From an optimization exercise on the open Yosys and OpenROAD flow, aimed at small area, a short achievable clock period and few clock cycles; shortcuts taken in it are not production practice. Only simulation tests tie the RTL to the original design; equivalence was not proved.

==> flow/run.sh <==
#!/bin/bash
# synth_recipe.tcl (not shown) runs the flow's synth.tcl, then flattens the netlist and writes it again
# the make line also repeats each setting of config.mk as NAME=value (left out here)
make -C /OpenROAD-flow-scripts/flow DESIGN_CONFIG=/design/flow/config.mk WORK_HOME=/design/flow/orfs CLKGATE_MAP_FILE= SYNTH_SCRIPT=/design/flow/synth_recipe.tcl finish
==> flow/config.mk <==
export PLATFORM = sky130hd
export DESIGN_NAME = layernorm_norm
export DESIGN_NICKNAME = layernorm_norm
export VERILOG_FILES = /design/flow/design.v
export SDC_FILE = /design/flow/constraint.sdc
export NUM_CORES = 4
export LEC_CHECK = 0
export CAP_MARGIN = 20
export CORE_MARGIN = 2
export CORE_UTILIZATION = 40
export SETUP_SLACK_MARGIN = 5
export SLEW_MARGIN = 20
==> flow/constraint.sdc <==
create_clock -name core_clock -period 11.0 [get_ports {aclk}]
set_input_delay 2.2000 -clock core_clock [delete_from_list [all_inputs] [get_ports {aclk}]]
set_output_delay 2.2000 -clock core_clock [all_outputs]
set_load 0.01 [all_outputs]
==> flow/design.v <==
`timescale 1ns / 1ps
module ln_add #(
    parameter W = 8
)(
    input  wire [W-1:0] a,
    input  wire [W-1:0] b,
    input  wire         ci,
    output wire [W-1:0] s,
    output wire         co
);
    localparam L = (W <= 2) ? 1 : (W <= 4) ? 2 : (W <= 8) ? 3 : (W <= 16) ? 4 : 5;
    wire [W-1:0] p0 = a ^ b;
    wire [W*(L+1)-1:0] G;
    wire [W*(L+1)-1:0] P;
    assign G[W-1:0] = (a & b) | {{(W-1){1'b0}}, p0[0] & ci};
    assign P[W-1:0] = p0;
    genvar k, i;
    generate
        for (k = 0; k < L; k = k + 1) begin : g_lv
            for (i = 0; i < W; i = i + 1) begin : g_bit
                if ((i >> k) % 2 == 1) begin : g_op
                    assign G[(k+1)*W + i] = G[k*W + i] | (P[k*W + i] & G[k*W + ((i >> k) << k) - 1]);
                    assign P[(k+1)*W + i] = P[k*W + i] & P[k*W + ((i >> k) << k) - 1];
                end else begin : g_pass
                    assign G[(k+1)*W + i] = G[k*W + i];
                    assign P[(k+1)*W + i] = P[k*W + i];
                end
            end
        end
    endgenerate
    wire [W-1:0] c = G[L*W +: W];    
    generate
        if (W == 1) begin : g_one
            assign s = p0 ^ ci;
        end else begin : g_many
            assign s = p0 ^ {c[W-2:0], ci};
        end
    endgenerate
    assign co = c[W-1];
endmodule
module ln_inc #(
    parameter W = 8
)(
    input  wire [W-1:0] a,
    input  wire         ci,
    output wire [W-1:0] s,
    output wire         co
);
    wire [W:0] c;
    assign c[0] = ci;
    genvar i;
    generate
        for (i = 1; i <= W; i = i + 1) begin : g_c
            assign c[i] = ci & (&a[i-1:0]);
        end
    endgenerate
    assign s  = a ^ c[W-1:0];
    assign co = c[W];
endmodule
`timescale 1ns / 1ps
module bf16_mul (
    input  wire [15:0] a,
    input  wire [15:0] b,
    output wire [15:0] y
);
    wire [28:0] q;
    bf16_mul_pre  u_pre  (.a(a), .b(b), .q(q));
    bf16_mul_post u_post (.q(q), .y(y));
endmodule
module bf16_mul_pre (
    input  wire [15:0] a,
    input  wire [15:0] b,
    output wire [28:0] q
);
    wire       sa = a[15], sb = b[15];
    wire [7:0] ea = a[14:7], eb = b[14:7];
    wire [6:0] ma = a[6:0],  mb = b[6:0];
    wire       sy = sa ^ sb;
    wire a_zero = (ea == 8'd0);
    wire b_zero = (eb == 8'd0);
    wire a_inf  = (ea == 8'hff) && (ma == 7'd0);
    wire b_inf  = (eb == 8'hff) && (mb == 7'd0);
    wire a_nan  = (ea == 8'hff) && (ma != 7'd0);
    wire b_nan  = (eb == 8'hff) && (mb != 7'd0);
    wire [15:0] p;
    ln_mul8 u_mul (.a({1'b1, ma}), .b({1'b1, mb}), .p(p));
    wire [9:0] ebm, e0;
    wire       c0, c1;
    ln_add #(.W(10)) u_ebm (.a({2'b00, eb}), .b(10'd897), .ci(1'b0), .s(ebm), .co(c0));
    ln_add #(.W(10)) u_e0  (.a({2'b00, ea}), .b(ebm), .ci(1'b0), .s(e0), .co(c1));
    wire [2:0] ovf, unf;
    assign ovf[0] = !e0[9] && (e0[8] || e0[7:0] == 8'hff);
    assign ovf[1] = !e0[9] && (e0[8] || e0[7:1] == 7'h7f);
    assign ovf[2] = !e0[9] && (e0[8] || e0[7:0] >= 8'hfd);
    assign unf[0] = e0[9] || (e0 == 10'd0);
    assign unf[1] = e0[9];
    assign unf[2] = e0[9] && (e0 != 10'h3ff);
    wire [1:0] spec = (a_nan || b_nan || (a_inf && b_zero) || (a_zero && b_inf)) ? 2'd1 :
                      (a_inf || b_inf) ? 2'd2 :
                      (a_zero || b_zero) ? 2'd3 : 2'd0;
    assign q = {spec, sy, e0[7:0], ovf, unf, p[15:6], |p[6:0], |p[5:0]};
endmodule
module bf16_mul_post (
    input  wire [28:0] q,
    output reg  [15:0] y
);
    wire [1:0] spec = q[28:27];
    wire       sy   = q[26];
    wire [7:0] e0   = q[25:18];
    wire [2:0] ovf  = q[17:15];
    wire [2:0] unf  = q[14:12];
    wire [15:6] p   = q[11:2];
    wire       st_h = q[1];
    wire       st_l = q[0];
    wire [7:0] e1, e2;
    wire       c2, c3;
    ln_inc #(.W(8)) u_e1 (.a(e0), .ci(1'b1), .s(e1), .co(c2));
    ln_inc #(.W(8)) u_e2 (.a(e1), .ci(1'b1), .s(e2), .co(c3));
    wire       rh = p[7] & (st_h | p[8]);
    wire       rl = p[6] & (st_l | p[7]);
    wire [6:0] mh, ml;
    wire       oh, ol;
    ln_inc #(.W(7)) u_ih (.a(p[14:8]), .ci(rh), .s(mh), .co(oh));
    ln_inc #(.W(7)) u_il (.a(p[13:7]), .ci(rl), .s(ml), .co(ol));
    wire [6:0] m_fin = p[15] ? mh : ml;
    wire [1:0] k = p[15] ? (oh ? 2'd2 : 2'd1) : (ol ? 2'd1 : 2'd0);
    wire [7:0] e_fin = (k == 2'd0) ? e0 : (k == 2'd1) ? e1 : e2;
    wire       e_ovf = ovf[k];
    wire       e_unf = unf[k];
    always @(*) begin
        if (spec == 2'd1)
            y = 16'h7fc0;
        else if (spec == 2'd2)
            y = {sy, 8'hff, 7'd0};
        else if (spec == 2'd3)
            y = {sy, 15'd0};
        else if (e_ovf)
            y = {sy, 8'hff, 7'd0};
        else if (e_unf)
            y = {sy, 15'd0};
        else
            y = {sy, e_fin, m_fin};
    end
endmodule
module ln_mul8 (
    input  wire [7:0]  a,
    input  wire [7:0]  b,
    output wire [15:0] p
);
    wire t1 = (a[0] & b[6]) ^ (a[1] & b[5]);
    wire t2 = (a[0] & b[6]) & (a[1] & b[5]);
    wire t3 = (a[0] & b[7]) ^ (a[1] & b[6]) ^ (a[2] & b[5]);
    wire t4 = ((a[0] & b[7]) & (a[1] & b[6])) | ((a[0] & b[7]) & (a[2] & b[5])) | ((a[1] & b[6]) & (a[2] & b[5]));
    wire t5 = (a[3] & b[4]) ^ (a[4] & b[3]);
    wire t6 = (a[3] & b[4]) & (a[4] & b[3]);
    wire t7 = (a[1] & b[7]) ^ (a[2] & b[6]) ^ (a[3] & b[5]);
    wire t8 = ((a[1] & b[7]) & (a[2] & b[6])) | ((a[1] & b[7]) & (a[3] & b[5])) | ((a[2] & b[6]) & (a[3] & b[5]));
    wire t9 = (a[4] & b[4]) ^ (a[5] & b[3]);
    wire t10 = (a[4] & b[4]) & (a[5] & b[3]);
    wire t11 = (a[2] & b[7]) ^ (a[3] & b[6]) ^ (a[4] & b[5]);
    wire t12 = ((a[2] & b[7]) & (a[3] & b[6])) | ((a[2] & b[7]) & (a[4] & b[5])) | ((a[3] & b[6]) & (a[4] & b[5]));
    wire t13 = (a[0] & b[4]) ^ (a[1] & b[3]);
    wire t14 = (a[0] & b[4]) & (a[1] & b[3]);
    wire t15 = (a[0] & b[5]) ^ (a[1] & b[4]) ^ (a[2] & b[3]);
    wire t16 = ((a[0] & b[5]) & (a[1] & b[4])) | ((a[0] & b[5]) & (a[2] & b[3])) | ((a[1] & b[4]) & (a[2] & b[3]));
    wire t17 = (a[3] & b[2]) ^ (a[4] & b[1]);
    wire t18 = (a[3] & b[2]) & (a[4] & b[1]);
    wire t19 = (a[2] & b[4]) ^ (a[3] & b[3]) ^ (a[4] & b[2]);
    wire t20 = ((a[2] & b[4]) & (a[3] & b[3])) | ((a[2] & b[4]) & (a[4] & b[2])) | ((a[3] & b[3]) & (a[4] & b[2]));
    wire t21 = (a[5] & b[1]) ^ (a[6] & b[0]) ^ t1;
    wire t22 = ((a[5] & b[1]) & (a[6] & b[0])) | ((a[5] & b[1]) & t1) | ((a[6] & b[0]) & t1);
    wire t23 = (a[5] & b[2]) ^ (a[6] & b[1]) ^ (a[7] & b[0]);
    wire t24 = ((a[5] & b[2]) & (a[6] & b[1])) | ((a[5] & b[2]) & (a[7] & b[0])) | ((a[6] & b[1]) & (a[7] & b[0]));
    wire t25 = t2 ^ t3 ^ t5;
    wire t26 = (t2 & t3) | (t2 & t5) | (t3 & t5);
    wire t27 = (a[6] & b[2]) ^ (a[7] & b[1]) ^ t4;
    wire t28 = ((a[6] & b[2]) & (a[7] & b[1])) | ((a[6] & b[2]) & t4) | ((a[7] & b[1]) & t4);
    wire t29 = t6 ^ t7 ^ t9;
    wire t30 = (t6 & t7) | (t6 & t9) | (t7 & t9);
    wire t31 = (a[5] & b[4]) ^ (a[6] & b[3]) ^ (a[7] & b[2]);
    wire t32 = ((a[5] & b[4]) & (a[6] & b[3])) | ((a[5] & b[4]) & (a[7] & b[2])) | ((a[6] & b[3]) & (a[7] & b[2]));
    wire t33 = t8 ^ t10 ^ t11;
    wire t34 = (t8 & t10) | (t8 & t11) | (t10 & t11);
    wire t35 = (a[3] & b[7]) ^ (a[4] & b[6]) ^ (a[5] & b[5]);
    wire t36 = ((a[3] & b[7]) & (a[4] & b[6])) | ((a[3] & b[7]) & (a[5] & b[5])) | ((a[4] & b[6]) & (a[5] & b[5]));
    wire t37 = (a[6] & b[4]) ^ (a[7] & b[3]) ^ t12;
    wire t38 = ((a[6] & b[4]) & (a[7] & b[3])) | ((a[6] & b[4]) & t12) | ((a[7] & b[3]) & t12);
    wire t39 = (a[4] & b[7]) ^ (a[5] & b[6]) ^ (a[6] & b[5]);
    wire t40 = ((a[4] & b[7]) & (a[5] & b[6])) | ((a[4] & b[7]) & (a[6] & b[5])) | ((a[5] & b[6]) & (a[6] & b[5]));
    wire t41 = (a[0] & b[3]) ^ (a[1] & b[2]);
    wire t42 = (a[0] & b[3]) & (a[1] & b[2]);
    wire t43 = (a[2] & b[2]) ^ (a[3] & b[1]) ^ (a[4] & b[0]);
    wire t44 = ((a[2] & b[2]) & (a[3] & b[1])) | ((a[2] & b[2]) & (a[4] & b[0])) | ((a[3] & b[1]) & (a[4] & b[0]));
    wire t45 = (a[5] & b[0]) ^ t14 ^ t15;
    wire t46 = ((a[5] & b[0]) & t14) | ((a[5] & b[0]) & t15) | (t14 & t15);
    wire t47 = t16 ^ t18 ^ t19;
    wire t48 = (t16 & t18) | (t16 & t19) | (t18 & t19);
    wire t49 = t20 ^ t22 ^ t23;
    wire t50 = (t20 & t22) | (t20 & t23) | (t22 & t23);
    wire t51 = t24 ^ t26 ^ t27;
    wire t52 = (t24 & t26) | (t24 & t27) | (t26 & t27);
    wire t53 = t28 ^ t30 ^ t31;
    wire t54 = (t28 & t30) | (t28 & t31) | (t30 & t31);
    wire t55 = t32 ^ t34 ^ t35;
    wire t56 = (t32 & t34) | (t32 & t35) | (t34 & t35);
    wire t57 = (a[7] & b[4]) ^ t36 ^ t38;
    wire t58 = ((a[7] & b[4]) & t36) | ((a[7] & b[4]) & t38) | (t36 & t38);
    wire t59 = (a[5] & b[7]) ^ (a[6] & b[6]) ^ (a[7] & b[5]);
    wire t60 = ((a[5] & b[7]) & (a[6] & b[6])) | ((a[5] & b[7]) & (a[7] & b[5])) | ((a[6] & b[6]) & (a[7] & b[5]));
    wire t61 = (a[0] & b[2]) ^ (a[1] & b[1]);
    wire t62 = (a[0] & b[2]) & (a[1] & b[1]);
    wire t63 = (a[2] & b[1]) ^ (a[3] & b[0]) ^ t41;
    wire t64 = ((a[2] & b[1]) & (a[3] & b[0])) | ((a[2] & b[1]) & t41) | ((a[3] & b[0]) & t41);
    wire t65 = t13 ^ t42 ^ t43;
    wire t66 = (t13 & t42) | (t13 & t43) | (t42 & t43);
    wire t67 = t17 ^ t44 ^ t45;
    wire t68 = (t17 & t44) | (t17 & t45) | (t44 & t45);
    wire t69 = t21 ^ t46 ^ t47;
    wire t70 = (t21 & t46) | (t21 & t47) | (t46 & t47);
    wire t71 = t25 ^ t48 ^ t49;
    wire t72 = (t25 & t48) | (t25 & t49) | (t48 & t49);
    wire t73 = t29 ^ t50 ^ t51;
    wire t74 = (t29 & t50) | (t29 & t51) | (t50 & t51);
    wire t75 = t33 ^ t52 ^ t53;
    wire t76 = (t33 & t52) | (t33 & t53) | (t52 & t53);
    wire t77 = t37 ^ t54 ^ t55;
    wire t78 = (t37 & t54) | (t37 & t55) | (t54 & t55);
    wire t79 = t39 ^ t56 ^ t57;
    wire t80 = (t39 & t56) | (t39 & t57) | (t56 & t57);
    wire t81 = t40 ^ t58 ^ t59;
    wire t82 = (t40 & t58) | (t40 & t59) | (t58 & t59);
    wire t83 = (a[6] & b[7]) ^ (a[7] & b[6]) ^ t60;
    wire t84 = ((a[6] & b[7]) & (a[7] & b[6])) | ((a[6] & b[7]) & t60) | ((a[7] & b[6]) & t60);
    wire [15:0] ra = {1'b0, (a[7] & b[7]), t82, t80, t78, t76, t74, t72, t70, t68, t66, t64, t62, (a[2] & b[0]), (a[0] & b[1]), (a[0] & b[0])};
    wire [15:0] rb = {1'b0, t84, t83, t81, t79, t77, t75, t73, t71, t69, t67, t65, t63, t61, (a[1] & b[0]), 1'b0};
    wire co;
    ln_add #(.W(16)) u_add (.a(ra), .b(rb), .ci(1'b0), .s(p), .co(co));
endmodule
module ln_front (
    input  wire [15:0] sum,
    output reg  [15:0] mean,
    output reg  [15:0] msq
);
    wire       s = sum[15];
    wire [7:0] e = sum[14:7];
    wire [6:0] m = sum[6:0];
    wire [15:0] t;
    ln_mean_tab u_tab (.a(m), .y(t));
    wire [9:0] me0, me1, qk0, qk1, qk2, qk3;
    wire       o0, o1, o2, o3, o4, o5;
    ln_add #(.W(10)) u_me0 (.a({2'b00, e}), .b(10'h3f6), .ci(1'b0), .s(me0), .co(o0));
    ln_add #(.W(10)) u_me1 (.a({2'b00, e}), .b(10'h3f6), .ci(1'b1), .s(me1), .co(o1));
    ln_add #(.W(10)) u_qk0 (.a({1'b0, e, 1'b0}), .b(10'h36d), .ci(1'b0), .s(qk0), .co(o2));
    ln_add #(.W(10)) u_qk1 (.a({1'b0, e, 1'b0}), .b(10'h36d), .ci(1'b1), .s(qk1), .co(o3));
    ln_add #(.W(10)) u_qk2 (.a({1'b0, e, 1'b0}), .b(10'h36f), .ci(1'b0), .s(qk2), .co(o4));
    ln_add #(.W(10)) u_qk3 (.a({1'b0, e, 1'b0}), .b(10'h36f), .ci(1'b1), .s(qk3), .co(o5));
    wire mz0 = me0[9] || (me0 == 10'd0);
    wire mz1 = me1[9] || (me1 == 10'd0);
    wire [3:0] qinf, qzer;
    assign qinf[0] = !qk0[9] && (qk0[8] || qk0[7:0] == 8'hff);
    assign qinf[1] = !qk1[9] && (qk1[8] || qk1[7:0] == 8'hff);
    assign qinf[2] = !qk2[9] && (qk2[8] || qk2[7:0] == 8'hff);
    assign qinf[3] = !qk3[9] && (qk3[8] || qk3[7:0] == 8'hff);
    assign qzer[0] = qk0[9] || (qk0 == 10'd0);
    assign qzer[1] = qk1[9] || (qk1 == 10'd0);
    assign qzer[2] = qk2[9] || (qk2 == 10'd0);
    assign qzer[3] = qk3[9] || (qk3 == 10'd0);
    wire        c1 = t[15], c2 = t[7];
    wire [1:0]  qs = {c1, c2};
    wire [7:0]  me = c1 ? me1[7:0] : me0[7:0];
    wire        mzero = c1 ? mz1 : mz0;
    wire [7:0]  qe = (qs == 2'd0) ? qk0[7:0] : (qs == 2'd1) ? qk1[7:0] : (qs == 2'd2) ? qk2[7:0] : qk3[7:0];
    wire        q_inf = qinf[qs];
    wire        q_zer = qzer[qs];
    always @(*) begin
        if (e == 8'hff) begin
            mean = (m != 7'd0) ? 16'h7fc0 : {s, 8'hff, 7'd0};
            msq  = (m != 7'd0) ? 16'h7fc0 : 16'h7f80;
        end else if (e == 8'd0 || mzero) begin
            mean = {s, 15'd0};
            msq  = 16'h0000;
        end else begin
            mean = {s, me, t[14:8]};
            if (q_inf)
                msq = 16'h7f80;
            else if (q_zer)
                msq = 16'h0000;
            else
                msq = {1'b0, qe, t[6:0]};
        end
    end
endmodule
module ln_mean_tab (
    input  wire [6:0] a,
    output reg  [15:0] y
);
    always @(*) begin
        case (a)
            7'h0: y = 16'h2b64;
            7'h1: y = 16'h2c67;
            7'h2: y = 16'h2e6d;
            7'h3: y = 16'h2f6f;
            7'h4: y = 16'h3072;
            7'h5: y = 16'h3278;
            7'h6: y = 16'h337a;
            7'h7: y = 16'h347d;
            7'h8: y = 16'h3681;
            7'h9: y = 16'h3783;
            7'ha: y = 16'h3884;
            7'hb: y = 16'h3a87;
            7'hc: y = 16'h3b89;
            7'hd: y = 16'h3c8a;
            7'he: y = 16'h3e8d;
            7'hf: y = 16'h3f8f;
            7'h10: y = 16'h4090;
            7'h11: y = 16'h4293;
            7'h12: y = 16'h4395;
            7'h13: y = 16'h4496;
            7'h14: y = 16'h4699;
            7'h15: y = 16'h479b;
            7'h16: y = 16'h489c;
            7'h17: y = 16'h4a9f;
            7'h18: y = 16'h4ba1;
            7'h19: y = 16'h4ca3;
            7'h1a: y = 16'h4ea6;
            7'h1b: y = 16'h4fa7;
            7'h1c: y = 16'h50a9;
            7'h1d: y = 16'h52ac;
            7'h1e: y = 16'h53ae;
            7'h1f: y = 16'h54b0;
            7'h20: y = 16'h56b3;
            7'h21: y = 16'h57b5;
            7'h22: y = 16'h58b6;
            7'h23: y = 16'h5aba;
            7'h24: y = 16'h5bbb;
            7'h25: y = 16'h5cbd;
            7'h26: y = 16'h5ec1;
            7'h27: y = 16'h5fc2;
            7'h28: y = 16'h60c4;
            7'h29: y = 16'h62c8;
            7'h2a: y = 16'h63c9;
            7'h2b: y = 16'h64cb;
            7'h2c: y = 16'h66cf;
            7'h2d: y = 16'h67d0;
            7'h2e: y = 16'h68d2;
            7'h2f: y = 16'h6ad6;
            7'h30: y = 16'h6bd8;
            7'h31: y = 16'h6cda;
            7'h32: y = 16'h6edd;
            7'h33: y = 16'h6fdf;
            7'h34: y = 16'h70e1;
            7'h35: y = 16'h72e5;
            7'h36: y = 16'h73e7;
            7'h37: y = 16'h74e9;
            7'h38: y = 16'h76ec;
            7'h39: y = 16'h77ee;
            7'h3a: y = 16'h78f0;
            7'h3b: y = 16'h7af4;
            7'h3c: y = 16'h7bf6;
            7'h3d: y = 16'h7cf8;
            7'h3e: y = 16'h7efc;
            7'h3f: y = 16'h7ffe;
            7'h40: y = 16'h8000;
            7'h41: y = 16'h8102;
            7'h42: y = 16'h8204;
            7'h43: y = 16'h8204;
            7'h44: y = 16'h8306;
            7'h45: y = 16'h8408;
            7'h46: y = 16'h8408;
            7'h47: y = 16'h850a;
            7'h48: y = 16'h860c;
            7'h49: y = 16'h860c;
            7'h4a: y = 16'h870e;
            7'h4b: y = 16'h8810;
            7'h4c: y = 16'h8810;
            7'h4d: y = 16'h8913;
            7'h4e: y = 16'h8a15;
            7'h4f: y = 16'h8a15;
            7'h50: y = 16'h8b17;
            7'h51: y = 16'h8c19;
            7'h52: y = 16'h8c19;
            7'h53: y = 16'h8d1b;
            7'h54: y = 16'h8e1e;
            7'h55: y = 16'h8e1e;
            7'h56: y = 16'h8f20;
            7'h57: y = 16'h9022;
            7'h58: y = 16'h9022;
            7'h59: y = 16'h9124;
            7'h5a: y = 16'h9227;
            7'h5b: y = 16'h9227;
            7'h5c: y = 16'h9329;
            7'h5d: y = 16'h942b;
            7'h5e: y = 16'h942b;
            7'h5f: y = 16'h952d;
            7'h60: y = 16'h9630;
            7'h61: y = 16'h9630;
            7'h62: y = 16'h9732;
            7'h63: y = 16'h9834;
            7'h64: y = 16'h9834;
            7'h65: y = 16'h9937;
            7'h66: y = 16'h9a39;
            7'h67: y = 16'h9a39;
            7'h68: y = 16'h9b3c;
            7'h69: y = 16'h9c3e;
            7'h6a: y = 16'h9c3e;
            7'h6b: y = 16'h9d41;
            7'h6c: y = 16'h9e43;
            7'h6d: y = 16'h9e43;
            7'h6e: y = 16'h9f46;
            7'h6f: y = 16'ha048;
            7'h70: y = 16'ha048;
            7'h71: y = 16'ha14b;
            7'h72: y = 16'ha24d;
            7'h73: y = 16'ha24d;
            7'h74: y = 16'ha350;
            7'h75: y = 16'ha452;
            7'h76: y = 16'ha452;
            7'h77: y = 16'ha555;
            7'h78: y = 16'ha657;
            7'h79: y = 16'ha657;
            7'h7a: y = 16'ha75a;
            7'h7b: y = 16'ha85c;
            7'h7c: y = 16'ha85c;
            7'h7d: y = 16'ha95f;
            7'h7e: y = 16'haa62;
            7'h7f: y = 16'haa62;
            default: y = 16'h0;
        endcase
    end
endmodule
`timescale 1ns / 1ps
module bf16_addsub #(
    parameter SUB = 0
)(
    input  wire [15:0] a,
    input  wire [15:0] b,
    output reg  [15:0] y
);
    wire       sa = a[15];
    wire       sb = b[15] ^ (SUB != 0);
    wire [7:0] ea = a[14:7], eb = b[14:7];
    wire [6:0] ma = a[6:0],  mb = b[6:0];
    wire a_zero = (ea == 8'd0);
    wire b_zero = (eb == 8'd0);
    wire a_max  = (ea == 8'hff);
    wire b_max  = (eb == 8'hff);
    wire a_inf  = a_max && (ma == 7'd0);
    wire b_inf  = b_max && (mb == 7'd0);
    wire a_nan  = a_max && (ma != 7'd0);
    wire b_nan  = b_max && (mb != 7'd0);
    wire       eff_sub = sa ^ sb;
    wire [7:0] dab, dba;
    wire       cab, cba, cm;
    wire [6:0] dm;
    ln_add #(.W(8)) u_dab (.a(ea), .b(~eb), .ci(1'b1), .s(dab), .co(cab));    
    ln_add #(.W(8)) u_dba (.a(eb), .b(~ea), .ci(1'b1), .s(dba), .co(cba));
    ln_add #(.W(7)) u_dm  (.a(ma), .b(~mb), .ci(1'b1), .s(dm),  .co(cm));     
    wire       e_lt = !cab;
    wire       e_eq = (ea == eb);
    wire       m_lt = !cm;
    wire       swap = e_lt || (e_eq && m_lt);
    wire       sx   = swap ? sb : sa;
    wire [7:0] ex   = e_lt ? eb : ea;
    wire [7:0] d    = e_lt ? dba : dab;
    wire [7:0] fa   = {1'b1, ma};
    wire [7:0] fb   = {1'b1, mb};
    wire       d1   = (d == 8'd1);
    wire [7:0] fxs  = swap ? fb : fa;                
    wire [7:0] fns  = swap ? fa : fb;
    wire [8:0] c_0, c_1;
    wire       k0, k1;
    ln_add #(.W(8)) u_c0 (.a(fxs), .b(~fns), .ci(1'b1), .s(c_0[7:0]), .co(k0));           
    ln_add #(.W(9)) u_c1 (.a({fxs, 1'b0}), .b(~{1'b0, fns}), .ci(1'b1), .s(c_1), .co(k1));  
    assign c_0[8] = 1'b0;
    wire [8:0] cv   = d1 ? c_1 : {c_0[7:0], 1'b0};
    wire        cz8 = (cv[8:1] == 8'd0);
    wire [8:0]  cn8 = cz8 ? {cv[0], 8'd0} : cv;
    wire        cz4 = (cn8[8:5] == 4'd0);
    wire [8:0]  cn4 = cz4 ? {cn8[4:0], 4'd0} : cn8;
    wire        cz2 = (cn4[8:7] == 2'd0);
    wire [8:0]  cn2 = cz2 ? {cn4[6:0], 2'd0} : cn4;
    wire        cz1 = !cn2[8];
    wire [8:0]  cn1 = cz1 ? {cn2[7:0], 1'b0} : cn2;
    wire [3:0]  clz = {cz8, cz4, cz2, cz1};
    wire        crnd = (clz == 4'd0) && cn1[0] && cn1[1];
    wire [6:0]  cmr;
    wire        cco;
    ln_inc #(.W(7)) u_cinc (.a(cn1[7:1]), .ci(crnd), .s(cmr), .co(cco));
    wire [9:0]  ex_m_clz, ex_p1, ex_m1;
    wire        q0, q1, q2;
    ln_add #(.W(10)) u_ce  (.a({2'b00, ex}), .b(~{6'd0, clz}), .ci(1'b1), .s(ex_m_clz), .co(q0));
    ln_inc #(.W(10)) u_ep1 (.a({2'b00, ex}), .ci(1'b1), .s(ex_p1), .co(q1));
    wire [9:0]  ex_m1_n;
    ln_inc #(.W(10)) u_em1 (.a(~{2'b00, ex}), .ci(1'b1), .s(ex_m1_n), .co(q2));    
    assign ex_m1 = ~ex_m1_n;
    wire [9:0]  ce   = cco ? ex_p1 : ex_m_clz;
    wire [6:0]  cm_  = cmr;
    wire        c_zero = (cv == 9'd0);
    wire [6:0]  mx   = swap ? mb : ma;
    wire [6:0]  mn   = swap ? ma : mb;
    wire [18:0] w    = {1'b1, mn, 11'd0} >> d[3:0];
    wire        big  = (d > 8'd10);
    wire [10:0] fn_sh = big ? 11'd1 : {w[18:9], w[8] | (|w[7:0])};
    wire [10:0] fx   = {1'b1, mx, 3'b000};
    wire [11:0] s;
    wire        sco;
    ln_add #(.W(12)) u_s (.a({1'b0, fx}), .b({1'b0, fn_sh} ^ {12{eff_sub}}), .ci(eff_sub), .s(s), .co(sco));
    wire [10:0] nrm  = s[11] ? {s[11:2], s[1] | s[0]} : (s[10] ? s[10:0] : {s[9:0], 1'b0});
    wire [6:0]  mant = nrm[9:3];
    wire        g    = nrm[2];
    wire        st   = nrm[1] | nrm[0];
    wire        rnd  = g & (st | mant[0]);
    wire [6:0]  fm;
    wire        fco;
    ln_inc #(.W(7)) u_finc (.a(mant), .ci(rnd), .s(fm), .co(fco));
    wire [9:0]  ex_p2;
    wire        q3;
    ln_inc #(.W(10)) u_ep2 (.a(ex_p1), .ci(1'b1), .s(ex_p2), .co(q3));
    wire [9:0]  fe   = s[11] ? (fco ? ex_p2 : ex_p1)
                     : s[10] ? (fco ? ex_p1 : {2'b00, ex})
                     :         (fco ? {2'b00, ex} : ex_m1);
    wire        close = eff_sub && (d[7:1] == 7'd0);
    wire [9:0]  e_fin = close ? ce : fe;
    wire [6:0]  m_fin = close ? cm_ : fm;
    always @(*) begin
        if (a_nan || b_nan || (a_inf && b_inf && (sa != sb)))
            y = 16'h7fc0;
        else if (a_inf)
            y = {sa, 8'hff, 7'd0};
        else if (b_inf)
            y = {sb, 8'hff, 7'd0};
        else if (a_zero && b_zero)
            y = {sa & sb, 15'd0};
        else if (b_zero)
            y = {sa, ea, ma};
        else if (a_zero)
            y = {sb, eb, mb};
        else if (close && c_zero)
            y = 16'h0000;
        else if (!e_fin[9] && (e_fin[8] || e_fin[7:0] == 8'hff))
            y = {sx, 8'hff, 7'd0};
        else if (e_fin[9] || e_fin == 10'd0)
            y = {sx, 15'd0};
        else
            y = {sx, e_fin[7:0], m_fin};
    end
endmodule
module bf16_as_pre #(
    parameter SUB = 0
)(
    input  wire [15:0] a,
    input  wire [15:0] b,
    output wire [23:0] q
);
    wire       sa = a[15];
    wire       sb = b[15] ^ (SUB != 0);
    wire [7:0] ea = a[14:7], eb = b[14:7];
    wire [6:0] ma = a[6:0],  mb = b[6:0];
    wire a_zero = (ea == 8'd0);
    wire b_zero = (eb == 8'd0);
    wire a_max  = (ea == 8'hff);
    wire b_max  = (eb == 8'hff);
    wire a_inf  = a_max && (ma == 7'd0);
    wire b_inf  = b_max && (mb == 7'd0);
    wire a_nan  = a_max && (ma != 7'd0);
    wire b_nan  = b_max && (mb != 7'd0);
    wire       eff_sub = sa ^ sb;
    wire [7:0] dab, dba;
    wire       cab, cba, cm;
    wire [6:0] dm;
    ln_add #(.W(8)) u_dab (.a(ea), .b(~eb), .ci(1'b1), .s(dab), .co(cab));
    ln_inc #(.W(8)) u_dba (.a(~dab), .ci(1'b1), .s(dba), .co(cba));           
    ln_add #(.W(7)) u_dm  (.a(ma), .b(~mb), .ci(1'b1), .s(dm),  .co(cm));
    wire       e_lt = !cab;
    wire       e_eq = (ea == eb);
    wire       m_lt = !cm;
    wire       swap = e_lt || (e_eq && m_lt);
    wire       sx   = swap ? sb : sa;
    wire [7:0] ex   = e_lt ? eb : ea;
    wire [7:0] d    = e_lt ? dba : dab;
    wire [6:0] mx   = swap ? mb : ma;
    wire [6:0] mn   = swap ? ma : mb;
    wire [18:0] w    = {1'b1, mn, 11'd0} >> d[3:0];
    wire        big  = (d > 8'd10);
    wire [10:0] fn_sh = (a_zero || b_zero) ? 11'd0 : (big ? 11'd1 : {w[18:9], w[8] | (|w[7:0])});
    wire [10:0] fx   = {1'b1, mx, 3'b000};
    wire [11:0] s;
    wire        sco;
    ln_add #(.W(12)) u_s (.a({1'b0, fx}), .b({1'b0, fn_sh} ^ {12{eff_sub}}), .ci(eff_sub), .s(s), .co(sco));
    reg  [1:0] spec;
    reg        spec_s;
    always @(*) begin
        spec_s = 1'b0;
        if (a_nan || b_nan || (a_inf && b_inf && (sa != sb))) begin
            spec = 2'd1;
        end else if (a_inf) begin
            spec = 2'd2; spec_s = sa;
        end else if (b_inf) begin
            spec = 2'd2; spec_s = sb;
        end else if (a_zero && b_zero) begin
            spec = 2'd3; spec_s = sa & sb;
        end else begin
            spec = 2'd0;
        end
    end
    assign q = {spec, spec_s, sx, ex, s};
endmodule
module bf16_as_post (
    input  wire [23:0] q,
    output reg  [15:0] y
);
    wire [1:0]  spec    = q[23:22];
    wire        spec_s  = q[21];
    wire        sx      = q[20];
    wire [7:0]  ex      = q[19:12];
    wire [11:0] s       = q[11:0];
    wire        z8 = (s[10:3] == 8'd0);
    wire [10:0] n8 = z8 ? {s[2:0], 8'd0} : s[10:0];
    wire        z4 = (n8[10:7] == 4'd0);
    wire [10:0] n4 = z4 ? {n8[6:0], 4'd0} : n8;
    wire        z2 = (n4[10:9] == 2'd0);
    wire [10:0] n2 = z2 ? {n4[8:0], 2'd0} : n4;
    wire        z1 = !n2[10];
    wire [10:0] n1 = z1 ? {n2[9:0], 1'b0} : n2;
    wire [3:0]  lz = {z8, z4, z2, z1};
    wire [10:0] nrm  = s[11] ? {s[11:2], s[1] | s[0]} : n1;
    wire [6:0]  mant = nrm[9:3];
    wire        g    = nrm[2];
    wire        st   = nrm[1] | nrm[0];
    wire        rnd  = g & (st | mant[0]);
    wire [6:0]  m_fin;
    wire        mco;
    ln_inc #(.W(7)) u_inc (.a(mant), .ci(rnd), .s(m_fin), .co(mco));
    wire [4:0]  delta = s[11] ? {3'b000, mco, !mco} : ({4'b0000, mco} - {1'b0, lz});
    wire [9:0]  e_fin;
    wire        q0;
    ln_add #(.W(10)) u_ef (.a({2'b00, ex}), .b({{5{delta[4]}}, delta}), .ci(1'b0), .s(e_fin), .co(q0));
    always @(*) begin
        if (spec == 2'd1)
            y = 16'h7fc0;
        else if (spec == 2'd2)
            y = {spec_s, 8'hff, 7'd0};
        else if (spec == 2'd3)
            y = {spec_s, 15'd0};
        else if (s == 12'd0)
            y = 16'h0000;
        else if (!e_fin[9] && (e_fin[8] || e_fin[7:0] == 8'hff))
            y = {sx, 8'hff, 7'd0};
        else if (e_fin[9] || e_fin == 10'd0)
            y = {sx, 15'd0};
        else
            y = {sx, e_fin[7:0], m_fin};
    end
endmodule
`timescale 1ns / 1ps
module inv_sqrt (
    input  wire [15:0] x,
    output reg  [15:0] y
);
    wire       s = x[15];
    wire [7:0] e = x[14:7];
    wire [6:0] m = x[6:0];
    wire [7:0] t;
    ln_rsqrt_tab u_tab (.a({e[0], m}), .y(t));
    wire [7:0] re;                                    
    wire       re_co;
    ln_add #(.W(8)) u_re (.a(8'd190), .b(~{1'b0, e[7:1]}), .ci(t[7]), .s(re), .co(re_co));
    wire [15:0] seed;                                 
    wire        seed_co;
    ln_add #(.W(16)) u_seed (.a(16'h5f37), .b(~{1'b0, x[15:1]}), .ci(1'b1), .s(seed), .co(seed_co));
    wire [7:0]  se = seed[14:7];
    wire [7:0]  u;
    ln_m15_tab u_m15 (.a(seed[6:0]), .y(u));
    wire [8:0]  ae;
    ln_inc #(.W(8)) u_ae (.a(se), .ci(u[7]), .s(ae[7:0]), .co(ae[8]));
    reg  [15:0] alt;
    always @(*) begin
        if (se == 8'hff)
            alt = (seed[6:0] != 7'd0) ? 16'h7fc0 : {seed[15], 8'hff, 7'd0};
        else if (se == 8'd0)
            alt = {seed[15], 15'd0};
        else if (ae[8] || ae[7:0] == 8'hff)
            alt = {seed[15], 8'hff, 7'd0};
        else
            alt = {seed[15], ae[7:0], u[6:0]};
    end
    wire regular = !s && ((e >= 8'd2 && e <= 8'd251) || (e == 8'd252 && m < 7'd112));
    always @(*) begin
        if (regular)
            y = {1'b0, re, t[6:0]};
        else if (e == 8'hff)
            y = (s && m == 7'd0) ? 16'hff80 : 16'h7fc0;
        else if (s && e[7])
            y = 16'hff80;
        else
            y = alt;
    end
endmodule
module ln_rsqrt_tab (
    input  wire [7:0] a,
    output reg  [7:0] y
);
    always @(*) begin
        case (a)
            8'h0: y = 8'hb5;
            8'h1: y = 8'hb4;
            8'h2: y = 8'hb4;
            8'h3: y = 8'hb3;
            8'h4: y = 8'hb2;
            8'h5: y = 8'hb1;
            8'h6: y = 8'hb1;
            8'h7: y = 8'hb0;
            8'h8: y = 8'hb0;
            8'h9: y = 8'haf;
            8'ha: y = 8'hae;
            8'hb: y = 8'had;
            8'hc: y = 8'had;
            8'hd: y = 8'hac;
            8'he: y = 8'hac;
            8'hf: y = 8'hab;
            8'h10: y = 8'hab;
            8'h11: y = 8'haa;
            8'h12: y = 8'ha9;
            8'h13: y = 8'ha9;
            8'h14: y = 8'ha8;
            8'h15: y = 8'ha8;
            8'h16: y = 8'ha7;
            8'h17: y = 8'ha7;
            8'h18: y = 8'ha6;
            8'h19: y = 8'ha6;
            8'h1a: y = 8'ha5;
            8'h1b: y = 8'ha4;
            8'h1c: y = 8'ha4;
            8'h1d: y = 8'ha3;
            8'h1e: y = 8'ha3;
            8'h1f: y = 8'ha2;
            8'h20: y = 8'ha2;
            8'h21: y = 8'ha1;
            8'h22: y = 8'ha1;
            8'h23: y = 8'ha0;
            8'h24: y = 8'ha0;
            8'h25: y = 8'h9f;
            8'h26: y = 8'h9f;
            8'h27: y = 8'h9e;
            8'h28: y = 8'h9e;
            8'h29: y = 8'h9d;
            8'h2a: y = 8'h9d;
            8'h2b: y = 8'h9c;
            8'h2c: y = 8'h9c;
            8'h2d: y = 8'h9b;
            8'h2e: y = 8'h9b;
            8'h2f: y = 8'h9a;
            8'h30: y = 8'h9a;
            8'h31: y = 8'h99;
            8'h32: y = 8'h99;
            8'h33: y = 8'h99;
            8'h34: y = 8'h98;
            8'h35: y = 8'h98;
            8'h36: y = 8'h98;
            8'h37: y = 8'h97;
            8'h38: y = 8'h97;
            8'h39: y = 8'h96;
            8'h3a: y = 8'h96;
            8'h3b: y = 8'h96;
            8'h3c: y = 8'h95;
            8'h3d: y = 8'h95;
            8'h3e: y = 8'h94;
            8'h3f: y = 8'h94;
            8'h40: y = 8'h93;
            8'h41: y = 8'h93;
            8'h42: y = 8'h93;
            8'h43: y = 8'h92;
            8'h44: y = 8'h93;
            8'h45: y = 8'h92;
            8'h46: y = 8'h92;
            8'h47: y = 8'h91;
            8'h48: y = 8'h91;
            8'h49: y = 8'h90;
            8'h4a: y = 8'h90;
            8'h4b: y = 8'h90;
            8'h4c: y = 8'h8f;
            8'h4d: y = 8'h8f;
            8'h4e: y = 8'h8f;
            8'h4f: y = 8'h8e;
            8'h50: y = 8'h8e;
            8'h51: y = 8'h8d;
            8'h52: y = 8'h8d;
            8'h53: y = 8'h8d;
            8'h54: y = 8'h8d;
            8'h55: y = 8'h8c;
            8'h56: y = 8'h8c;
            8'h57: y = 8'h8c;
            8'h58: y = 8'h8b;
            8'h59: y = 8'h8b;
            8'h5a: y = 8'h8a;
            8'h5b: y = 8'h8a;
            8'h5c: y = 8'h8a;
            8'h5d: y = 8'h89;
            8'h5e: y = 8'h8a;
            8'h5f: y = 8'h89;
            8'h60: y = 8'h89;
            8'h61: y = 8'h89;
            8'h62: y = 8'h88;
            8'h63: y = 8'h88;
            8'h64: y = 8'h87;
            8'h65: y = 8'h87;
            8'h66: y = 8'h87;
            8'h67: y = 8'h87;
            8'h68: y = 8'h86;
            8'h69: y = 8'h86;
            8'h6a: y = 8'h86;
            8'h6b: y = 8'h86;
            8'h6c: y = 8'h85;
            8'h6d: y = 8'h85;
            8'h6e: y = 8'h84;
            8'h6f: y = 8'h84;
            8'h70: y = 8'h83;
            8'h71: y = 8'h83;
            8'h72: y = 8'h83;
            8'h73: y = 8'h83;
            8'h74: y = 8'h82;
            8'h75: y = 8'h82;
            8'h76: y = 8'h82;
            8'h77: y = 8'h82;
            8'h78: y = 8'h81;
            8'h79: y = 8'h81;
            8'h7a: y = 8'h81;
            8'h7b: y = 8'h81;
            8'h7c: y = 8'h80;
            8'h7d: y = 8'h80;
            8'h7e: y = 8'h80;
            8'h7f: y = 8'h80;
            8'h80: y = 8'h7f;
            8'h81: y = 8'h7f;
            8'h82: y = 8'h7e;
            8'h83: y = 8'h7e;
            8'h84: y = 8'h7d;
            8'h85: y = 8'h7b;
            8'h86: y = 8'h7a;
            8'h87: y = 8'h78;
            8'h88: y = 8'h79;
            8'h89: y = 8'h77;
            8'h8a: y = 8'h76;
            8'h8b: y = 8'h76;
            8'h8c: y = 8'h75;
            8'h8d: y = 8'h75;
            8'h8e: y = 8'h74;
            8'h8f: y = 8'h72;
            8'h90: y = 8'h71;
            8'h91: y = 8'h71;
            8'h92: y = 8'h70;
            8'h93: y = 8'h6e;
            8'h94: y = 8'h6f;
            8'h95: y = 8'h6d;
            8'h96: y = 8'h6c;
            8'h97: y = 8'h6b;
            8'h98: y = 8'h6b;
            8'h99: y = 8'h6a;
            8'h9a: y = 8'h69;
            8'h9b: y = 8'h68;
            8'h9c: y = 8'h68;
            8'h9d: y = 8'h67;
            8'h9e: y = 8'h66;
            8'h9f: y = 8'h66;
            8'ha0: y = 8'h65;
            8'ha1: y = 8'h64;
            8'ha2: y = 8'h63;
            8'ha3: y = 8'h62;
            8'ha4: y = 8'h62;
            8'ha5: y = 8'h61;
            8'ha6: y = 8'h60;
            8'ha7: y = 8'h60;
            8'ha8: y = 8'h5f;
            8'ha9: y = 8'h5f;
            8'haa: y = 8'h5e;
            8'hab: y = 8'h5d;
            8'hac: y = 8'h5d;
            8'had: y = 8'h5c;
            8'hae: y = 8'h5c;
            8'haf: y = 8'h5b;
            8'hb0: y = 8'h5b;
            8'hb1: y = 8'h5a;
            8'hb2: y = 8'h59;
            8'hb3: y = 8'h58;
            8'hb4: y = 8'h58;
            8'hb5: y = 8'h57;
            8'hb6: y = 8'h57;
            8'hb7: y = 8'h56;
            8'hb8: y = 8'h56;
            8'hb9: y = 8'h55;
            8'hba: y = 8'h54;
            8'hbb: y = 8'h53;
            8'hbc: y = 8'h53;
            8'hbd: y = 8'h52;
            8'hbe: y = 8'h52;
            8'hbf: y = 8'h51;
            8'hc0: y = 8'h50;
            8'hc1: y = 8'h50;
            8'hc2: y = 8'h4f;
            8'hc3: y = 8'h4f;
            8'hc4: y = 8'h4e;
            8'hc5: y = 8'h4e;
            8'hc6: y = 8'h4d;
            8'hc7: y = 8'h4d;
            8'hc8: y = 8'h4c;
            8'hc9: y = 8'h4c;
            8'hca: y = 8'h4b;
            8'hcb: y = 8'h4b;
            8'hcc: y = 8'h4a;
            8'hcd: y = 8'h4a;
            8'hce: y = 8'h4a;
            8'hcf: y = 8'h49;
            8'hd0: y = 8'h49;
            8'hd1: y = 8'h49;
            8'hd2: y = 8'h48;
            8'hd3: y = 8'h47;
            8'hd4: y = 8'h47;
            8'hd5: y = 8'h47;
            8'hd6: y = 8'h46;
            8'hd7: y = 8'h45;
            8'hd8: y = 8'h45;
            8'hd9: y = 8'h45;
            8'hda: y = 8'h44;
            8'hdb: y = 8'h44;
            8'hdc: y = 8'h43;
            8'hdd: y = 8'h43;
            8'hde: y = 8'h43;
            8'hdf: y = 8'h42;
            8'he0: y = 8'h41;
            8'he1: y = 8'h41;
            8'he2: y = 8'h41;
            8'he3: y = 8'h40;
            8'he4: y = 8'h40;
            8'he5: y = 8'h3f;
            8'he6: y = 8'h3f;
            8'he7: y = 8'h3f;
            8'he8: y = 8'h3e;
            8'he9: y = 8'h3d;
            8'hea: y = 8'h3d;
            8'heb: y = 8'h3d;
            8'hec: y = 8'h3c;
            8'hed: y = 8'h3c;
            8'hee: y = 8'h3c;
            8'hef: y = 8'h3c;
            8'hf0: y = 8'h3b;
            8'hf1: y = 8'h3a;
            8'hf2: y = 8'h3a;
            8'hf3: y = 8'h3a;
            8'hf4: y = 8'h39;
            8'hf5: y = 8'h39;
            8'hf6: y = 8'h38;
            8'hf7: y = 8'h38;
            8'hf8: y = 8'h37;
            8'hf9: y = 8'h37;
            8'hfa: y = 8'h37;
            8'hfb: y = 8'h37;
            8'hfc: y = 8'h36;
            8'hfd: y = 8'h36;
            8'hfe: y = 8'h36;
            8'hff: y = 8'h36;
            default: y = 8'h0;
        endcase
    end
endmodule
module ln_m15_tab (
    input  wire [6:0] a,
    output reg  [7:0] y
);
    always @(*) begin
        case (a)
            7'h0: y = 8'h40;
            7'h1: y = 8'h42;
            7'h2: y = 8'h43;
            7'h3: y = 8'h44;
            7'h4: y = 8'h46;
            7'h5: y = 8'h48;
            7'h6: y = 8'h49;
            7'h7: y = 8'h4a;
            7'h8: y = 8'h4c;
            7'h9: y = 8'h4e;
            7'ha: y = 8'h4f;
            7'hb: y = 8'h50;
            7'hc: y = 8'h52;
            7'hd: y = 8'h54;
            7'he: y = 8'h55;
            7'hf: y = 8'h56;
            7'h10: y = 8'h58;
            7'h11: y = 8'h5a;
            7'h12: y = 8'h5b;
            7'h13: y = 8'h5c;
            7'h14: y = 8'h5e;
            7'h15: y = 8'h60;
            7'h16: y = 8'h61;
            7'h17: y = 8'h62;
            7'h18: y = 8'h64;
            7'h19: y = 8'h66;
            7'h1a: y = 8'h67;
            7'h1b: y = 8'h68;
            7'h1c: y = 8'h6a;
            7'h1d: y = 8'h6c;
            7'h1e: y = 8'h6d;
            7'h1f: y = 8'h6e;
            7'h20: y = 8'h70;
            7'h21: y = 8'h72;
            7'h22: y = 8'h73;
            7'h23: y = 8'h74;
            7'h24: y = 8'h76;
            7'h25: y = 8'h78;
            7'h26: y = 8'h79;
            7'h27: y = 8'h7a;
            7'h28: y = 8'h7c;
            7'h29: y = 8'h7e;
            7'h2a: y = 8'h7f;
            7'h2b: y = 8'h80;
            7'h2c: y = 8'h81;
            7'h2d: y = 8'h82;
            7'h2e: y = 8'h82;
            7'h2f: y = 8'h83;
            7'h30: y = 8'h84;
            7'h31: y = 8'h85;
            7'h32: y = 8'h86;
            7'h33: y = 8'h86;
            7'h34: y = 8'h87;
            7'h35: y = 8'h88;
            7'h36: y = 8'h88;
            7'h37: y = 8'h89;
            7'h38: y = 8'h8a;
            7'h39: y = 8'h8b;
            7'h3a: y = 8'h8c;
            7'h3b: y = 8'h8c;
            7'h3c: y = 8'h8d;
            7'h3d: y = 8'h8e;
            7'h3e: y = 8'h8e;
            7'h3f: y = 8'h8f;
            7'h40: y = 8'h90;
            7'h41: y = 8'h91;
            7'h42: y = 8'h92;
            7'h43: y = 8'h92;
            7'h44: y = 8'h93;
            7'h45: y = 8'h94;
            7'h46: y = 8'h94;
            7'h47: y = 8'h95;
            7'h48: y = 8'h96;
            7'h49: y = 8'h97;
            7'h4a: y = 8'h98;
            7'h4b: y = 8'h98;
            7'h4c: y = 8'h99;
            7'h4d: y = 8'h9a;
            7'h4e: y = 8'h9a;
            7'h4f: y = 8'h9b;
            7'h50: y = 8'h9c;
            7'h51: y = 8'h9d;
            7'h52: y = 8'h9e;
            7'h53: y = 8'h9e;
            7'h54: y = 8'h9f;
            7'h55: y = 8'ha0;
            7'h56: y = 8'ha0;
            7'h57: y = 8'ha1;
            7'h58: y = 8'ha2;
            7'h59: y = 8'ha3;
            7'h5a: y = 8'ha4;
            7'h5b: y = 8'ha4;
            7'h5c: y = 8'ha5;
            7'h5d: y = 8'ha6;
            7'h5e: y = 8'ha6;
            7'h5f: y = 8'ha7;
            7'h60: y = 8'ha8;
            7'h61: y = 8'ha9;
            7'h62: y = 8'haa;
            7'h63: y = 8'haa;
            7'h64: y = 8'hab;
            7'h65: y = 8'hac;
            7'h66: y = 8'hac;
            7'h67: y = 8'had;
            7'h68: y = 8'hae;
            7'h69: y = 8'haf;
            7'h6a: y = 8'hb0;
            7'h6b: y = 8'hb0;
            7'h6c: y = 8'hb1;
            7'h6d: y = 8'hb2;
            7'h6e: y = 8'hb2;
            7'h6f: y = 8'hb3;
            7'h70: y = 8'hb4;
            7'h71: y = 8'hb5;
            7'h72: y = 8'hb6;
            7'h73: y = 8'hb6;
            7'h74: y = 8'hb7;
            7'h75: y = 8'hb8;
            7'h76: y = 8'hb8;
            7'h77: y = 8'hb9;
            7'h78: y = 8'hba;
            7'h79: y = 8'hbb;
            7'h7a: y = 8'hbc;
            7'h7b: y = 8'hbc;
            7'h7c: y = 8'hbd;
            7'h7d: y = 8'hbe;
            7'h7e: y = 8'hbe;
            7'h7f: y = 8'hbf;
            default: y = 8'h0;
        endcase
    end
endmodule
`timescale 1ns / 1ps
module layernorm_norm (
    input  wire         aclk,
    input  wire         arstn,
    input  wire [159:0] S_AXIS_TDATA,
    input  wire         S_AXIS_TVALID,
    output wire         S_AXIS_TREADY,
    output wire [127:0] M_AXIS_TDATA,
    output wire         M_AXIS_TVALID,
    input  wire         M_AXIS_TREADY
);
    localparam DEPTH = 7;
    wire en = S_AXIS_TREADY;
    reg [DEPTH-1:0] vld;
    always @(posedge aclk or negedge arstn) begin
        if (!arstn)
            vld <= {DEPTH{1'b0}};
        else if (en)
            vld <= {vld[DEPTH-2:0], S_AXIS_TVALID};
    end
    assign M_AXIS_TVALID = vld[DEPTH-1];
    assign S_AXIS_TREADY = !vld[DEPTH-1] || M_AXIS_TREADY;
    wire [15:0] mean0, msq0;
    ln_front u_front (.sum(S_AXIS_TDATA[31:16]), .mean(mean0), .msq(msq0));
    reg [127:0] x1;
    reg [15:0]  ex2_1, mean1, msq1;
    always @(posedge aclk) if (en) begin
        x1    <= S_AXIS_TDATA[159:32];
        ex2_1 <= S_AXIS_TDATA[15:0];
        mean1 <= mean0;
        msq1  <= msq0;
    end
    wire [191:0] zq_c;
    wire [23:0]  vq_c;
    genvar i;
    generate
        for (i = 0; i < 8; i = i + 1) begin : g_sub
            bf16_as_pre #(.SUB(1)) u_pre (.a(x1[16*i +: 16]), .b(mean1), .q(zq_c[24*i +: 24]));
        end
    endgenerate
    bf16_as_pre #(.SUB(1)) u_var_pre (.a(ex2_1), .b(msq1), .q(vq_c));
    reg [191:0] zq2;
    reg [23:0]  vq2;
    always @(posedge aclk) if (en) begin
        zq2 <= zq_c;
        vq2 <= vq_c;
    end
    wire [127:0] zm_c;
    wire [15:0]  var_c;
    generate
        for (i = 0; i < 8; i = i + 1) begin : g_sub2
            bf16_as_post u_post (.q(zq2[24*i +: 24]), .y(zm_c[16*i +: 16]));
        end
    endgenerate
    bf16_as_post u_var_post (.q(vq2), .y(var_c));
    reg [127:0] zm3;
    reg [15:0]  var3;
    always @(posedge aclk) if (en) begin
        zm3  <= zm_c;
        var3 <= var_c;
    end
    wire [23:0] eq_c;
    bf16_as_pre #(.SUB(0)) u_eps_pre (.a(var3), .b(16'h3728), .q(eq_c));
    reg [127:0] zm4;
    reg [23:0]  eq4;
    always @(posedge aclk) if (en) begin
        zm4 <= zm3;
        eq4 <= eq_c;
    end
    wire [15:0] ve_c;
    bf16_as_post u_eps_post (.q(eq4), .y(ve_c));
    reg [127:0] zm5;
    reg [15:0]  ve5;
    always @(posedge aclk) if (en) begin
        zm5 <= zm4;
        ve5 <= ve_c;
    end
    wire [15:0] r_c;
    inv_sqrt u_rsqrt (.x(ve5), .y(r_c));
    reg [127:0] zm6;
    reg [15:0]  r6;
    always @(posedge aclk) if (en) begin
        zm6 <= zm5;
        r6  <= r_c;
    end
    wire [231:0] yq_c;
    generate
        for (i = 0; i < 8; i = i + 1) begin : g_mul
            bf16_mul_pre u_mul_pre (.a(zm6[16*i +: 16]), .b(r6), .q(yq_c[29*i +: 29]));
        end
    endgenerate
    reg [231:0] yq7;
    always @(posedge aclk) if (en) yq7 <= yq_c;
    generate
        for (i = 0; i < 8; i = i + 1) begin : g_mul2
            bf16_mul_post u_mul_post (.q(yq7[29*i +: 29]), .y(M_AXIS_TDATA[16*i +: 16]));
        end
    endgenerate
endmodule
==> impl_metrics.env, run 1 <==
export IMPL_clock_sinks=1214
export IMPL_timing_critical_path_fanout_max=4
export IMPL_post_drt_wl_per_cell_um=20.0
export IMPL_dpl_instance_area_um2=101000
export IMPL_grt_antenna_before_repair=4
export IMPL_slew_limit_headroom=0.213
export IMPL_remaining_drc_errors=0
export IMPL_ys_flop_type="sky130_fd_sc_hd__edfxtp_1"
export IMPL_tritoncts="yes"
export IMPL_final_layout_size_suffix_gt1_frac=0.188
export IMPL_maxSlewViolCount=0
export IMPL_crit_type="flop to flop"
export IMPL_ant_nets=0
export IMPL_finalSetupTns_ns=0
export IMPL_use_met2=0.317
export IMPL_most_common_cell_after_layout_fill_and_taps_aside="sky130_fd_sc_hd__edfxtp_1"
export IMPL_yosys_register_bits=1214
export IMPL_post_synth_instance_area_um2=95200
export IMPL_overflow_after_grt=0
export IMPL_most_common_layout_cells="sky130_fd_sc_hd__edfxtp_1 (1207), sky130_fd_sc_hd__nand2_1 (967), sky130_fd_sc_hd__ha_1 (689), sky130_fd_sc_hd__buf_4 (641), sky130_fd_sc_hd__inv_1 (634)"
export IMPL_dr_first_iter_drc_count=6443
export IMPL_critical_path_arrival_ns=6.76
export IMPL_place_ws_ns=3.66
export IMPL_grt_util_met3=0.0307
export IMPL_rsz_0062_raised_after_global_routing="yes"
export IMPL_io_pins=294
export IMPL_fin_skew_ns=0.0312
export IMPL_firstDrtPassIters=8
export IMPL_busiest_layer="met1"
export IMPL_final_period_utilization=0.565
export IMPL_synth_area_per_cell_um2=9.92
export IMPL_finish_net_count=11699
export IMPL_floorplan_initialDensity=0.401
export IMPL_hold_path_class="flop to flop"
export IMPL_crit_path_end_kind="flop"
export IMPL_die_x_um=492
export IMPL_synth_cells=9601
export IMPL_design_die_area_um2=242000
export IMPL_htreeDepth=4
export IMPL_period_minus_slack_ns=6.21
export IMPL_filler_cells_inserted=21564
export IMPL_detailed_placement_hpwl_mm=197
export IMPL_floorplan_die_height_um=492
export IMPL_last_weighted_congestion_value_of_the_routability_driven_placer=0.930
export IMPL_max_freq_mhz=161
export IMPL_core_um2=237000
export IMPL_first_global_vias=72910
export IMPL_io_buffers=293
export IMPL_async_reset_ff_frac=0.00577
export IMPL_crit_path_start_kind="flop"
export IMPL_fp_rows=179
export IMPL_path_clk_slew_ns=0.06
export IMPL_synth_edff_count=1207
export IMPL_actual_transition_at_the_worst_max_transition_pin_ns=1.17
export IMPL_drv_max_cap_violation_count=0
export IMPL_outcome="no timing/DRC/antenna violations"
export IMPL_post_drt_via_cell_ratio=5.59
export IMPL_met1_usage=0.325
export IMPL_routed_wl_mm=274
export IMPL_first_pass_grt_wire_length_mm=419
export IMPL_setup_violations_final=0
export IMPL_mappedNetlistNets=10907
export IMPL_area_growth_syn_to_layout_pct=21.8
export IMPL_final_critical_path_setup_slack_ns=4.79
export IMPL_grt_max_degree=187
export IMPL_synth_cell_types=112
export IMPL_clock_tree_root_cell="sky130_fd_sc_hd__clkbuf_16"
export IMPL_clk_insertion_delay_late_ns=0.80
export IMPL_clk_path_buf_depth=3
export IMPL_synth_seq_area_share=0.382
export IMPL_timing_final_hold_violations=0
export IMPL_via_count=76356
export IMPL_timing_critical_path_required_ns=11.55
export IMPL_grt_use_total=0.216
export IMPL_final_design_area_no_fill_um2=116000
export IMPL_number_of_warnings_issued_by_yosys=10
export IMPL_cts_inserted_buffers=139
-- cells by family (layout without fill, tap and decap cells) --
| group | Yosys count | in the layout | synth area share |
|---|---|---|---|
| AO/OA/AOI/OAI | 2207 | 2214 | 0.147 |
| XOR/XNOR | 573 | 573 | 0.0527 |
| adder cells (fa/ha/maj) | 1149 | 1149 | 0.183 |
| buffers and inverters | 1053 | 1941 | 0.0421 |
| flip-flops | 1214 | 1214 | 0.382 |
| multiplexers | 267 | 267 | 0.0327 |
| other | 0 | 4 | 0 |
| AND/OR/NAND/NOR | 3138 | 3142 | 0.161 |
-- through the flow --
stage	utilization	std cells	hold slack [ns]
floorplan	-	9601	0.400
global placement	0.427	12778	0.400
detailed placement	0.427	12778	0.405
CTS	0.469	13426	0.391
global route	0.489	13668	0.397
finish	0.489	13671	0.395
-- layer usage --
layer	part of all wire	up-vias	wire [um]
met3	0.064	459	17400
met1	0.48	37006	130000
met4	0.036	2	9740
met2	0.43	2619	116000
li1	-	36270	-
met5	0.000051	-	14
-- Yosys cell counts (101+ instances only) --
library cell / instances / area [um2]
sky130_fd_sc_hd__and2_1: 314 / 1960
sky130_fd_sc_hd__nand2_1: 1029 / 3860
sky130_fd_sc_hd__o21ai_0: 539 / 2700
sky130_fd_sc_hd__inv_1: 673 / 2530
sky130_fd_sc_hd__ha_1: 737 / 9220
sky130_fd_sc_hd__and3_1: 116 / 726
sky130_fd_sc_hd__nor3_1: 184 / 921
sky130_fd_sc_hd__xnor2_1: 323 / 2830
sky130_fd_sc_hd__fa_1: 405 / 8110
sky130_fd_sc_hd__a21o_1: 190 / 1430
sky130_fd_sc_hd__edfxtp_1: 1207 / 36200
sky130_fd_sc_hd__clkbuf_1: 297 / 1110
sky130_fd_sc_hd__nand3_1: 225 / 1130
sky130_fd_sc_hd__a21oi_1: 664 / 3320
sky130_fd_sc_hd__mux2i_1: 158 / 1580
sky130_fd_sc_hd__nor2_1: 660 / 2480
sky130_fd_sc_hd__nand4_1: 101 / 632
sky130_fd_sc_hd__xor2_1: 250 / 2190
-- final timing paths --
path / from / endpoint / slack [ns] / depth (start not counted)
min: zm4[98]$_DFFE_PP_ / zm5[98]$_DFFE_PP_ / 0.39 / 0
min reg2reg: zm4[98]$_DFFE_PP_ / zm5[98]$_DFFE_PP_ / 0.39 / 0
max in group asynchronous: arstn / vld[5]$_DFFE_PN0P_ / 9.10 / 1
max: zq2[76]$_DFFE_PP_ / zm3[54]$_SDFFCE_PN1P_ / 4.79 / 27
max reg2reg: zq2[76]$_DFFE_PP_ / zm3[54]$_SDFFCE_PN1P_ / 4.79 / 27
min in group asynchronous: arstn / vld[6]$_DFFE_PN0P_ / 1.66 / 1
-- final cells by class --
cell class	count	area, um2	share of cell area
Antenna cell	4	10.0	0.0000863
Clock buffer	156	3560	0.0307
Clock inverter	92	1040	0.00893
Inverter	687	2640	0.0227
Multi-Input combinational cell	7345	59700	0.515
Sequential cell	1214	36400	0.314
Tap cell	3167	3960	0.0342
Timing Repair Buffer	1006	8670	0.0748
-- state kept, by name, indices dropped and copies added (netlist names) --
| name | cells |
|---|---|
| vld | 7 |
| r6 | 16 |
| zm6 | 128 |
| zm3 | 128 |
| msq1 | 15 |
| zm4 | 128 |
| eq4 | 24 |
| var3 | 16 |
| x1 | 128 |
| zq2 | 192 |
| ex2_1 | 16 |
| mean1 | 16 |
| yq7 | 232 |
| vq2 | 24 |
| ve5 | 16 |
| zm5 | 128 |
-- critical path: stages, from the launching register on --
cell,delay (ns)
sky130_fd_sc_hd__edfxtp_1,0.42
sky130_fd_sc_hd__or4_4,0.60
sky130_fd_sc_hd__o41ai_4,0.51
sky130_fd_sc_hd__o221ai_4,0.21
sky130_fd_sc_hd__buf_4,0.17
sky130_fd_sc_hd__buf_4,0.14
sky130_fd_sc_hd__a21oi_2,0.16
sky130_fd_sc_hd__nor2_1,0.05
sky130_fd_sc_hd__a21oi_1,0.14
sky130_fd_sc_hd__mux2i_1,0.13
sky130_fd_sc_hd__nand2b_1,0.22
sky130_fd_sc_hd__nor3_4,0.17
sky130_fd_sc_hd__buf_4,0.14
sky130_fd_sc_hd__buf_6,0.09
sky130_fd_sc_hd__nand4_1,0.15
sky130_fd_sc_hd__a21boi_2,0.22
sky130_fd_sc_hd__ha_2,0.19
sky130_fd_sc_hd__fa_2,0.36
sky130_fd_sc_hd__a21o_1,0.18
sky130_fd_sc_hd__a21oi_2,0.18
sky130_fd_sc_hd__buf_4,0.14
sky130_fd_sc_hd__fa_2,0.46
sky130_fd_sc_hd__nand4b_1,0.21
sky130_fd_sc_hd__nor3_2,0.12
sky130_fd_sc_hd__nand3_1,0.10
sky130_fd_sc_hd__nand2_1,0.17
sky130_fd_sc_hd__nor3_2,0.09
sky130_fd_sc_hd__a41o_1,0.24
-- what timing repair did --
action | CTS | global route
pin swaps | 220 | 403
setup endpoints to repair | 337 | 356
hold buffers | 0 | 0
gates resized for setup | 630 | 672
setup buffers | 394 | 234
cloned | 6 | 7
Testbench counts, summed over its fixed seeds: cycles 4,152.
==> run 2, diff against run 1 <==
--- a/flow/config.mk
+++ b/flow/config.mk
@@ -5,8 +5,8 @@
 export SDC_FILE = /design/flow/constraint.sdc
 export NUM_CORES = 4
 export LEC_CHECK = 0
-export CAP_MARGIN = 20
+export CAP_MARGIN = 10
 export CORE_MARGIN = 2
 export CORE_UTILIZATION = 40
 export SETUP_SLACK_MARGIN = 5
-export SLEW_MARGIN = 20
+export SLEW_MARGIN = 10
==> impl_metrics.env, run 2 <==
export IMPL_design_die_area_um2=242000
export IMPL_clock_sinks=1214
export IMPL_yosys_register_bits=1214
export IMPL_detailed_placement_hpwl_mm=197
export IMPL_crit_path_start_kind="flop"
export IMPL_netlist_top_cells_area="sky130_fd_sc_hd__edfxtp_1 (38%), sky130_fd_sc_hd__ha_1 (9.7%), sky130_fd_sc_hd__fa_1 (8.5%), sky130_fd_sc_hd__nand2_1 (4.1%), sky130_fd_sc_hd__a21oi_1 (3.5%)"
export IMPL_hold_path_depth=0
export IMPL_number_of_flip_flops_in_the_largest_register=232
export IMPL_synth_cells=9601
export IMPL_routed_wl_mm=274
export IMPL_via_count=76356
export IMPL_synth_area_per_cell_um2=9.92
export IMPL_period_minus_slack_ns=6.21
export IMPL_async_reset_ff_frac=0.00577
export IMPL_post_drt_wl_per_cell_um=20.0
export IMPL_first_global_vias=72910
export IMPL_die_x_um=492
export IMPL_setup_violations_final=0
export IMPL_synth_simple_gate_area_frac=0.161
export IMPL_most_common_cell_after_layout_fill_and_taps_aside="sky130_fd_sc_hd__edfxtp_1"
export IMPL_outcome="no timing/DRC/antenna violations"
export IMPL_critical_path_arrival_ns=6.76
export IMPL_max_stage_delay_on_crit_path_ns=0.60
export IMPL_fin_skew_ns=0.0312
export IMPL_first_pass_grt_wire_length_mm=419
export IMPL_core_um2=237000
export IMPL_timing_critical_path_required_ns=11.55
export IMPL_final_layout_size_suffix_gt1_frac=0.188
export IMPL_path_clk_slew_ns=0.06
export IMPL_synth_edff_count=1207
export IMPL_remaining_drc_errors=0
export IMPL_io_pins=294
export IMPL_cts_inserted_buffers=139
export IMPL_grt_max_degree=187
export IMPL_dominant_combinational_cell_family_by_area_after_synthesis="adder cells"
export IMPL_synth_seq_area_share=0.382
export IMPL_hold_path_class="flop to flop"
export IMPL_final_period_utilization=0.565
export IMPL_hp_start="zm4[98]$_DFFE_PP_"
export IMPL_area_growth_syn_to_layout_pct=21.8
export IMPL_dr_first_iter_drc_count=6443
export IMPL_overflow_after_grt=0
export IMPL_register_with_the_most_flip_flops="yq7"
export IMPL_slew_limit_headroom=0.213
export IMPL_synth_compound_area_frac=0.147
export IMPL_grt_antenna_before_repair=4
export IMPL_timing_rr_start="zq2[76]$_DFFE_PP_"
export IMPL_multi_input_gate_area_um2=59700
export IMPL_post_synth_instance_area_um2=95200
## run 2: cell type report
type	instances	share of cell area
Antenna cell	4	0.0000863
Clock buffer	156	0.0307
Clock inverter	92	0.00893
Inverter	687	0.0227
Multi-Input combinational cell	7345	0.515
Sequential cell	1214	0.314
Tap cell	3167	0.0342
Timing Repair Buffer	1006	0.0748
## run 2: kinds of logic (layout without fill, tap and decap cells)
logic type / Yosys count / in the layout
flip-flops: 1214 / 1214
XOR/XNOR: 573 / 573
adder cells (fa/ha/maj): 1149 / 1149
AO/OA/AOI/OAI: 2207 / 2214
buffers and inverters: 1053 / 1941
multiplexers: 267 / 267
other: 0 / 4
AND/OR/NAND/NOR: 3138 / 3142
## run 2: routing by layer
metal,track usage,vias to the layer above,wire length [um]
met5,0,-,14
met4,0.0695,2,9740
met2,0.317,2619,116000
met3,0.0307,459,17400
li1,-,36270,-
met1,0.325,37006,130000
## run 2: worst max path at each step
| stage | start | cells after the start | to | slack [ns] |
|---|---|---|---|---|
| 4_1_cts | zq2[9]$_DFFE_PP_ | 33 | zm3[4]$_SDFFCE_PP0P_ | 4.85 |
| 2_1_floorplan | M_AXIS_TREADY | 2 | S_AXIS_TREADY | 3.58 |
| 6_report | zq2[76]$_DFFE_PP_ | 27 | zm3[54]$_SDFFCE_PN1P_ | 4.79 |
| 3_3_place_gp | zq2[9]$_DFFE_PP_ | 31 | zm3[3]$_SDFFCE_PP0P_ | 3.71 |
| 5_1_grt | eq4[1]$_DFFE_PP_ | 32 | ve5[4]$_SDFFCE_PP0P_ | 4.44 |
| 3_5_place_dp | zq2[129]$_DFFE_PP_ | 32 | zm3[82]$_SDFFCE_PP0P_ | 3.66 |
## run 2: repair_timing
action                     CTS  global route
cloned                       6             7
resized for setup          630           672
setup endpoints to repair  337           356
pin swaps                  220           403
buffers inserted           394           234
hold endpoints to repair     0             0
## run 2: through the flow
step           cell area [um2]  cells  worst slack (ns)
5_1_grt                 116000  13668              4.44
6_report                116000  13671              4.79
3_5_place_dp            101000  12778              3.66
4_1_cts                 111000  13426              4.85
3_3_place_gp            101000  12778              3.71
2_1_floorplan            95300   9601              3.58
## run 2: worst max-delay path, delay by kind of cell, from the launching register on
| kind | cells | cell delay [ns] |
|---|---|---|
| mux | 1 | 0.13 |
| simple gates | 10 | 1.88 |
| fa+ha+maj | 3 | 1.01 |
| flops | 1 | 0.42 |
| compound gates | 8 | 1.84 |
| buf+inv | 5 | 0.68 |

-- what the ideal ports hide --
The flow's constraints put no driver on any port. The routed layouts listed below were extracted and timed again, unchanged, in two steps.
Step 1 assumes that a clkbuf_16 drives the clock port and a buf_2 every other input.
Step 2 moves the port delays by t, midway between the first and last clock arrival at a register: inputs arrive t later, outputs are due t later. That takes back most of the time a late clock gives input paths.
a / b / c = no drivers / after step 1 / after step 2; a / b = the first two.
run | t (ns) | setup WS [ns] | worst setup path at the end | cell pins on the clock port's net
run 1 | 0.893 | 4.789 / 4.789 / 4.706 | input to register | 1
run 2 | 0.893 | 4.789 / 4.789 / 4.706 | input to register | 1
After both steps every run listed still meets setup and hold.
